This is an optimization exercise on Yosys and OpenROAD, whose aim is small area and a short achievable clock period, not a production implementation.
At most, simulation tests tie the RTL to the original design; equivalence was not proved.
Power is estimated from default activity; no workload was simulated.

Design fp_mul, start of the top module:
module fp_mul(clk, op1, op2, result, under, over);
input wire clk;
input wire [15:0] op1, op2;
output wire [15:0] result;
output wire under, over;
wire [13:0] bx = {2'b00, op2[10:0], 1'b0};
wire [5:0] one_d, two_d;
wire [4:0] neg_d;
genvar i;
generate for (i = 0; i < 6; i = i + 1) begin : g_booth
	assign one_d[i] = bx[2*i+1] ^ bx[2*i];
	assign two_d[i] = (bx[2*i+2] & ~bx[2*i+1] & ~bx[2*i]) | (~bx[2*i+2] & bx[2*i+1] & bx[2*i]);
	if (i < 5) begin : g_neg
		assign neg_d[i] = bx[2*i+2];
	end
end endgenerate
reg [10:0] sa;
reg [5:0] bone, btwo;
reg [4:0] bneg;
reg [4:0] e1;
reg sg1;
always @(posedge clk)
begin
	sa <= op1[10:0];
	bone <= one_d;
	btwo <= two_d;
	bneg <= neg_d;
	e1 <= {1'b0, op1[14:11]} + {1'b0, op2[14:11]} - 5'd7;
	sg1 <= op1[15] ^ op2[15];
end
wire [20:0] rx, ry;
fp1 stage1(.a(sa), .one(bone), .two(btwo), .neg(bneg), .rx(rx), .ry(ry));
wire [20:0] px = rx, py = ry;
wire [20:0] p, g;
wire q1, q2, q3, q4, q5, q6, q7, q8, q9, q10, q11, q12, q13, q14, q15, q16, q17, q18, q19, q20, q21, q22, q23, q24, q25, q26, q27, q28, q29, q30, q31, q32, q33, q34, q35, q36, q37, q38, q39, q40, q41, q42, q43, q44;
ha_c u_pg0(.a(px[0]), .b(py[0]), .s(p[0]), .co(g[0]));
assign p[1] = px[1];
assign g[1] = 1'b0;
ha_c u_pg2(.a(px[2]), .b(py[2]), .s(p[2]), .co(g[2]));
ha_c u_pg3(.a(px[3]), .b(py[3]), .s(p[3]), .co(g[3]));
ha_c u_pg4(.a(px[4]), .b(py[4]), .s(p[4]), .co(g[4]));
ha_c u_pg5(.a(px[5]), .b(py[5]), .s(p[5]), .co(g[5]));
  ...
Size: roughly 51 I/O pins.
export LEC_CHECK = 0
export CAP_MARGIN = 20
export CORE_MARGIN = 2
export CORE_UTILIZATION = 40
export SETUP_SLACK_MARGIN = 1.9
export SLEW_MARGIN = 20
export SYNTH_HIERARCHICAL = 1
export SYNTH_MINIMUM_KEEP_SIZE = 0
create_clock -name core_clock -period 5.3 [get_ports {clk}]
standard.sh (not shown) runs the stock make flow with config.mk's settings and CLKGATE_MAP_FILE= SYNTH_SCRIPT=/design/flow/synth_recipe.tcl, a recipe that flattens the netlist after the stock synthesis.
==> flow/flow/run.sh <==
#!/bin/bash
# The standard layout (the standard.sh) with two changes: plain buf_1
# cells as the input and output port buffers instead of the ones
# buffer_ports picks, and clock tree synthesis without dummy load cells.
export BUFFER_PORTS_ARGS="-buffer_cell sky130_fd_sc_hd__buf_1"
export CTS_ARGS="-sink_clustering_enable -repair_clock_nets -buf_list sky130_fd_sc_hd__clkbuf_8 -dont_use_dummy_load"
bash standard.sh > standard.log 2>&1
Rerun with:
==> flow/flow/run.sh (replaced) <==
#!/bin/bash
# The standard layout (the standard.sh) with changes: plain buf_1
# cells as the input and output port buffers instead of the ones
# buffer_ports picks, clock tree synthesis without dummy load cells,
# and the ORFS settings below.
export BUFFER_PORTS_ARGS="-buffer_cell sky130_fd_sc_hd__buf_1"
export CTS_ARGS="-sink_clustering_enable -repair_clock_nets -buf_list sky130_fd_sc_hd__clkbuf_8 -dont_use_dummy_load"
export SKIP_GATE_CLONING=1
bash standard.sh > standard.log 2>&1
- SETUP_SLACK_MARGIN: 1.9 -> 1.8
What happened:
- The changed run finished with timing, DRC and antenna clean
- clock power decreases by a few percent
- cell count goes down slightly
- design area falls by a few percent
Rerun with:
--- a/flow/flow/run.sh
+++ b/flow/flow/run.sh
@@ -7,3 +7,3 @@
 export CTS_ARGS="-sink_clustering_enable -repair_clock_nets -buf_list sky130_fd_sc_hd__clkbuf_8 -dont_use_dummy_load"
-export SKIP_GATE_CLONING=1
+export RECOVER_POWER=100
 bash standard.sh > standard.log 2>&1
- SETUP_SLACK_MARGIN: 1.8 -> 1.7
Outcome: The changed run finished but fails on max-capacitance violations, max-slew violations. Count of clock-buffer cells in the layout is unchanged. Cell area went down by 3.2%. Worst setup slack is worse by 0.75 ns. Sequential cell count is unchanged.

== run A ==
fp_mul, a different RTL version from the one above (not shown whole).
Size in the first run: roughly 5400 um^2 of cells after synthesis.
==> flow/config.mk <==
export PLATFORM = sky130hd
export DESIGN_NAME = fp_mul
export DESIGN_NICKNAME = fp_mul
export VERILOG_FILES = /design/flow/design.v
export SDC_FILE = /design/flow/constraint.sdc
export NUM_CORES = 4
export LEC_CHECK = 0
export CAP_MARGIN = 20
export CORE_MARGIN = 2
export CORE_UTILIZATION = 40
export CTS_BUF_LIST = sky130_fd_sc_hd__clkbuf_8
export SETUP_SLACK_MARGIN = 2.0
export SLEW_MARGIN = 20
export SYNTH_HIERARCHICAL = 1
export SYNTH_MINIMUM_KEEP_SIZE = 0
==> flow/constraint.sdc <==
create_clock -name core_clock -period 5.3 [get_ports {clk}]
set_input_delay 1.0600 -clock core_clock [delete_from_list [all_inputs] [get_ports {clk}]]
set_output_delay 1.0600 -clock core_clock [all_outputs]
set_load 0.01 [all_outputs]
==> flow/flow/run.sh <==
#!/bin/bash
# The standard layout (the standard.sh), with plain buf_1 cells as the
# input and output port buffers instead of the ones buffer_ports picks.
export BUFFER_PORTS_ARGS="-buffer_cell sky130_fd_sc_hd__buf_1"
bash standard.sh > standard.log 2>&1
### run A -> run B
- a deleted SETUP_SLACK_MARGIN that had been 2.0
### Flow results
The higher fraction of power spent switching nets of run A and run B is in run B.
From run A to run B the numbers moved as follows: number of diodes did not really move; area added between synthesis and finish went down.
Area fraction of clock buffers and clock inverters up 0.22 points in run B wrt run A
[compare] base=run A new=run B: sequential-cell power consumption picked up an extra about 0.9%, final-stage net count fell 8.1%, sequential share of layout area increased 2.6 points.
First-iteration DRC count, run B vs run A: up by a little under 10%
Between run B and run A, it is run B whose global routing usage summed across all routing layers is lower, by 0.93 points.
Compared with run A, run B shows a lower final worst-path setup slack.
Between run B and run A, the post-route worst hold slack does not differ in any meaningful way.
Modified inputs, run C compared to run B
- setting SETUP_SLACK_MARGIN to 1.5 for the first time
Results
- Compared with run B, run C shows a higher number of gates on the worst path with buffers counted.
- Cmp run C and run B / synthesis-to-layout area growth / lower: run B
- In run C, utilization after layout is higher than in run B.
Function was not checked in any run of this note: the RTL went through the layout flow alone.

afterwards: timing with drivers on the ports:
No port has a modelled driver above. Below, the same layouts with a new extraction and two added sets of constraints. Step 1 (the two cells are an assumption about what drives the block):
set clk [get_ports {clk}]
set_driving_cell -lib_cell sky130_fd_sc_hd__clkbuf_16 $clk
set_driving_cell -lib_cell sky130_fd_sc_hd__buf_2 [delete_from_list [all_inputs] $clk]
Step 2 moves the port delays by t, midway between the first and last clock arrival at a register: inputs arrive t later, outputs are due t later. That takes back most of the time a late clock gives input paths. Slacks: ideal ports / drivers / drivers and shift; pairs: ideal ports / drivers.
run	t, ns	setup WS [ns]	latest minus earliest clock arrival (ns)	worst register clock-pin slew, ns	worst data-port slew with drivers (ns)
the first run of note 1	0.337	1.971 / 1.971 / 1.971	0.015 / 0.014	0.10 / 0.10	0.03
the second run of note 1	0.328	1.935 / 1.935 / 1.935	0.011 / 0.010	0.08 / 0.08	0.03
the third run of note 1	0.328	1.185 / 1.151 / 1.479	0.011 / 0.011	0.09 / 0.09	0.03
run A	0.365	1.457 / 1.457 / 1.457	0.012 / 0.012	0.11 / 0.11	0.04
run B	0.366	1.017 / 1.017 / 1.017	0.005 / 0.005	0.10 / 0.10	0.03
run C	0.364	1.421 / 1.421 / 1.421	0.011 / 0.011	0.11 / 0.11	0.03
